What follows belongs to an exercise in optimizing a design on an open flow for small area and a short achievable clock period; a production flow would make more cautious choices.

==> inputs of onyx <==
==> flow/design.v <==
module fpa(
  input  wire        clk,
  input  wire        reset,
  input  wire [11:0] A,
  input  wire [11:0] B,
  input  wire [11:0] C,
  input  wire [11:0] D,
  input  wire        pushin,
  output reg         pushout,
  output reg  [11:0] Z
);
  localparam K0 = 1;   
  localparam K1 = 1;   
  localparam K2 = 0;   
  localparam K3 = 1;   
  localparam K4 = 1;   
  function automatic ge5(input [4:0] a, input [4:0] b);
    reg [4:0] g, n; reg g43, n43, g21, n21, g40, n40, g4_1, n4_1;
    begin
      g = ~a & b; n = ~(a & ~b);
      g43 = g[4] | (n[4] & g[3]);  n43 = n[4] & n[3];
      g21 = g[2] | (n[2] & g[1]);  n21 = n[2] & n[1];
      g4_1 = g43 | (n43 & g21);    n4_1 = n43 & n21;
      ge5 = ~(g4_1 | (n4_1 & g[0]));
    end
  endfunction
  wire [4:0] eA = A[10:6], eB = B[10:6], eC = C[10:6], eD = D[10:6];
  wire gAB = ge5(eA, eB), gAC = ge5(eA, eC), gAD = ge5(eA, eD);
  wire gBC = ge5(eB, eC), gBD = ge5(eB, eD), gCD = ge5(eC, eD);
  wire selA = gAB & gAC & gAD;
  wire selB = ~gAB & gBC & gBD;
  wire selC = ~gAC & ~gBC & gCD;
  wire selD = ~gAD & ~gBD & ~gCD;
  wire [4:0] mx0 = ({5{selA}} & eA) | ({5{selB}} & eB) | ({5{selC}} & eC) | ({5{selD}} & eD);
  function automatic [6:0] mant(input [11:0] x);
    mant = ((|x[10:6]) ? {1'b1, x[5:0]} : 7'd0) ^ {7{x[11]}};
  endfunction
  wire [47:0] p0 = {mant(A), mant(B), mant(C), mant(D), eA, eB, eC, eD};
  wire [3:0]  s0 = {A[11], B[11], C[11], D[11]};
  reg  [47:0] p1; reg [3:0] s1; reg [4:0] mx1; reg v1;
  generate if (K0) begin : g_k0
    always @(posedge clk) begin p1 <= p0; s1 <= s0; mx1 <= mx0; end
    always @(posedge clk) v1 <= reset ? 1'b0 : pushin;
  end else begin : g_n0
    always @* begin p1 = p0; s1 = s0; mx1 = mx0; v1 = pushin; end
  end endgenerate
  function automatic [10:0] align(input [6:0] m, input s, input [4:0] e, input [4:0] mx);
    reg [4:0] sh; reg [10:0] v;
    begin
      sh = mx - e;
      v = {m, {4{s}}};
      v = sh[0] ? {s, v[10:1]}        : v;
      v = sh[1] ? {{2{s}}, v[10:2]}   : v;
      v = sh[2] ? {{4{s}}, v[10:4]}   : v;
      v = sh[3] ? {{8{s}}, v[10:8]}   : v;
      align = sh[4] ? {11{s}} : v;
    end
  endfunction
  wire [10:0] xA = align(p1[47:41], s1[3], p1[19:15], mx1);
  wire [10:0] xB = align(p1[40:34], s1[2], p1[14:10], mx1);
  wire [10:0] xC = align(p1[33:27], s1[1], p1[9:5],   mx1);
  wire [10:0] xD = align(p1[26:20], s1[0], p1[4:0],   mx1);
  wire [2:0]  ns1 = s1[3] + s1[2] + s1[1] + s1[0];
  wire [2:0]  nn1 = 3'd0 - ns1;
  wire [13:0] r4  = {nn1, 8'd0, ns1};
  reg [43:0] x2; reg [13:0] r42; reg [4:0] mx2; reg v2;
  generate if (K1) begin : g_k1
    always @(posedge clk) begin x2 <= {xA, xB, xC, xD}; r42 <= r4; mx2 <= mx1; end
    always @(posedge clk) v2 <= reset ? 1'b0 : v1;
  end else begin : g_n1
    always @* begin x2 = {xA, xB, xC, xD}; r42 = r4; mx2 = mx1; v2 = v1; end
  end endgenerate
  wire [13:0] q0 = {3'b0, x2[43:33]}, q1 = {3'b0, x2[32:22]}, q2 = {3'b0, x2[21:11]}, q3 = {3'b0, x2[10:0]};
  wire [13:0] a1 = q0 ^ q1 ^ q2;
  wire [13:0] b1 = {(q0 & q1) | (q0 & q2) | (q1 & q2), 1'b0};
  wire [13:0] a2 = a1 ^ b1 ^ q3;
  wire [13:0] b2 = {(a1 & b1) | (a1 & q3) | (b1 & q3), 1'b0};
  wire [13:0] a3 = a2 ^ b2 ^ r42;
  wire [13:0] b3 = {(a2 & b2) | (a2 & r42) | (b2 & r42), 1'b0};
  reg [13:0] a3r, b3r; reg [4:0] mx3; reg v3;
  generate if (K2) begin : g_k2
    always @(posedge clk) begin a3r <= a3; b3r <= b3; mx3 <= mx2; end
    always @(posedge clk) v3 <= reset ? 1'b0 : v2;
  end else begin : g_n2
    always @* begin a3r = a3; b3r = b3; mx3 = mx2; v3 = v2; end
  end endgenerate
  wire [13:0] S = a3r + b3r;
  reg [13:0] S4; reg [4:0] mx4; reg v4;
  generate if (K3) begin : g_k3
    always @(posedge clk) begin S4 <= S; mx4 <= mx3; end
    always @(posedge clk) v4 <= reset ? 1'b0 : v3;
  end else begin : g_n3
    always @* begin S4 = S; mx4 = mx3; v4 = v3; end
  end endgenerate
  wire        sgn = S4[13];
  wire [12:0] M   = sgn ? (13'd0 - S4[12:0]) : S4[12:0];
  wire        d3 = ~|M[12:5];
  wire [12:0] M1 = d3 ? {M[4:0], 8'd0} : M;
  wire        d2 = ~|M1[12:9];
  wire [12:0] M2 = d2 ? {M1[8:0], 4'd0} : M1;
  wire        d1 = ~|M2[12:11];
  wire [12:0] M3 = d1 ? {M2[10:0], 2'd0} : M2;
  wire        d0 = ~M3[12];
  wire [12:0] M4 = d0 ? {M3[11:0], 1'b0} : M3;
  reg sgn5, nz5; reg [5:0] fr5; reg [3:0] lz5; reg [4:0] mx5; reg v5;
  generate if (K4) begin : g_k4
    always @(posedge clk) begin sgn5 <= sgn; nz5 <= M4[12]; fr5 <= M4[11:6]; lz5 <= {d3, d2, d1, d0}; mx5 <= mx4; end
    always @(posedge clk) v5 <= reset ? 1'b0 : v4;
  end else begin : g_n4
    always @* begin sgn5 = sgn; nz5 = M4[12]; fr5 = M4[11:6]; lz5 = {d3, d2, d1, d0}; mx5 = mx4; v5 = v4; end
  end endgenerate
  wire signed [6:0] E = $signed({2'b00, mx5}) - $signed({3'b000, lz5});
  wire [4:0] ef = E[4:0] + 5'd2;
  wire zero = ~nz5 | E[6];
  wire sat  = (E > 7'sd28) | ((E == 7'sd28) & fr5[5] & fr5[4] & (|fr5[3:0]));
  wire [11:0] res = zero ? 12'h000 : sat ? {sgn5, 5'b11110, 6'b110000} : {sgn5, ef, fr5};
  always @(posedge clk) begin
    Z <= res;
    pushout <= reset ? 1'b0 : v5;
  end
endmodule
==> flow/run.sh <==
#!/bin/bash
# synth_recipe.tcl (not shown) runs the flow's synth.tcl, then flattens the netlist and writes it again
# the make line also repeats each setting of config.mk as NAME=value (left out here)
make -C /OpenROAD-flow-scripts/flow DESIGN_CONFIG=/design/flow/config.mk WORK_HOME=/design/flow/orfs CLKGATE_MAP_FILE= SYNTH_SCRIPT=/design/flow/synth_recipe.tcl finish
==> flow/config.mk <==
export PLATFORM = sky130hd
export DESIGN_NAME = fpa
export DESIGN_NICKNAME = fpa
export VERILOG_FILES = /design/flow/design.v
export SDC_FILE = /design/flow/constraint.sdc
export NUM_CORES = 4
export LEC_CHECK = 0
export ABC_AREA = 1
export CAP_MARGIN = 20
export CORE_MARGIN = 2
export CORE_UTILIZATION = 40
export SLEW_MARGIN = 20
==> flow/constraint.sdc <==
create_clock -name core_clock -period 5.0 [get_ports {clk}]
set_input_delay 1.0000 -clock core_clock [delete_from_list [all_inputs] [get_ports {clk}]]
set_output_delay 1.0000 -clock core_clock [all_outputs]
set_load 0.01 [all_outputs]
==> inputs of indigo, as changes to onyx <==
--- a/flow/design.v
+++ b/flow/design.v
@@ -14,3 +14,3 @@
   localparam K2 = 0;   
-  localparam K3 = 1;   
+  localparam K3 = 0;   
   localparam K4 = 1;   
==> inputs of violet, as changes to onyx <==
--- a/flow/design.v
+++ b/flow/design.v
@@ -13,4 +13,4 @@
   localparam K1 = 1;   
-  localparam K2 = 0;   
-  localparam K3 = 1;   
+  localparam K2 = 1;   
+  localparam K3 = 0;   
   localparam K4 = 1;   
==> qor summary <==
metric                                                                                      onyx                   violet                   indigo
Clock slew at the register clock pins of the worst setup and hold paths                  0.07 ns                  0.08 ns                  0.07 ns
M1 wire length                                                                           8.57 mm                  9.40 mm                  9.14 mm
TritonCTS Sinks                                                                              164                      176                      144
Routed wire length                                                                       18.6 mm                  20.5 mm                  20.0 mm
Buffer and inverter count on the worst path                                                    1                        4                        3
Multi-input combinational gate total                                                         796                      845                      835
Multi-input gate share of the layout cell area                                             46.2%                    46.2%                    49.0%
Number of synthesized register bits                                                          164                      176                      144
Area growth syn-to-layout                                                                  16.2%                    15.8%                    18.1%
Area share of fa/ha/maj cells after synthesis                                              13.5%                    13.0%                    13.9%
Worst clock skew                                                                       0.0110 ns                0.0211 ns                0.0108 ns
Std-Cell Core Area                                                                   0.0219 mm^2              0.0227 mm^2              0.0216 mm^2
Worst max-slew margin expressed relative to the limit                                      54.7%                    51.5%                    51.8%
Design Area, Final                                                                   0.0104 mm^2              0.0107 mm^2              0.0103 mm^2
Aggregate global-route resource usage                                                      16.1%                    17.3%                    18.4%
Instance area after placement                                                       0.00981 mm^2              0.0101 mm^2             0.00960 mm^2
Worst reg2reg endpoint                                                            S4[13]$_DFF_P_           fr5[2]$_DFF_P_           fr5[4]$_DFF_P_
Final critical-path setup slack                                                          1.10 ns                  1.57 ns                 0.300 ns
Vertical die dimension                                                                    154 um                   156 um                   152 um
Status                                                                   complete, no violations  complete, no violations  complete, no violations
Post-Synth XOR/XNOR Area                                                                   3.62%                    2.74%                    2.81%
No run of this note included a check of the RTL's function; only the layout flow was run.

re-timing with driven ports:
In the flow no input, the clock included, has a driving cell. The finished layouts below were timed again as built, in two steps. Step 1, drivers: a clkbuf_16 drives clk and a buf_2 each remaining input, both assumed. Step 2 adds t to the input delays and takes it off the output delays; t is the mean of the earliest and latest rising clock arrival at the registers after step 1. Input paths then give back, and output paths get back, about the clock's delay inside the block. Slacks: no drivers / after step 1 / after step 2; pairs: no drivers / after step 1.
run | shift t [ns] | setup WS [ns] | worst register clock-pin slew, ns | pins driven straight from the clock port
onyx | 0.467 | 1.095 / 1.095 / 1.095 | 0.07 / 0.07 | 1
indigo | 0.465 | 0.300 / 0.300 / 0.300 | 0.07 / 0.07 | 1
violet | 0.468 | 1.572 / 1.572 / 1.572 | 0.08 / 0.08 | 1
After both steps every run listed still meets setup and hold.
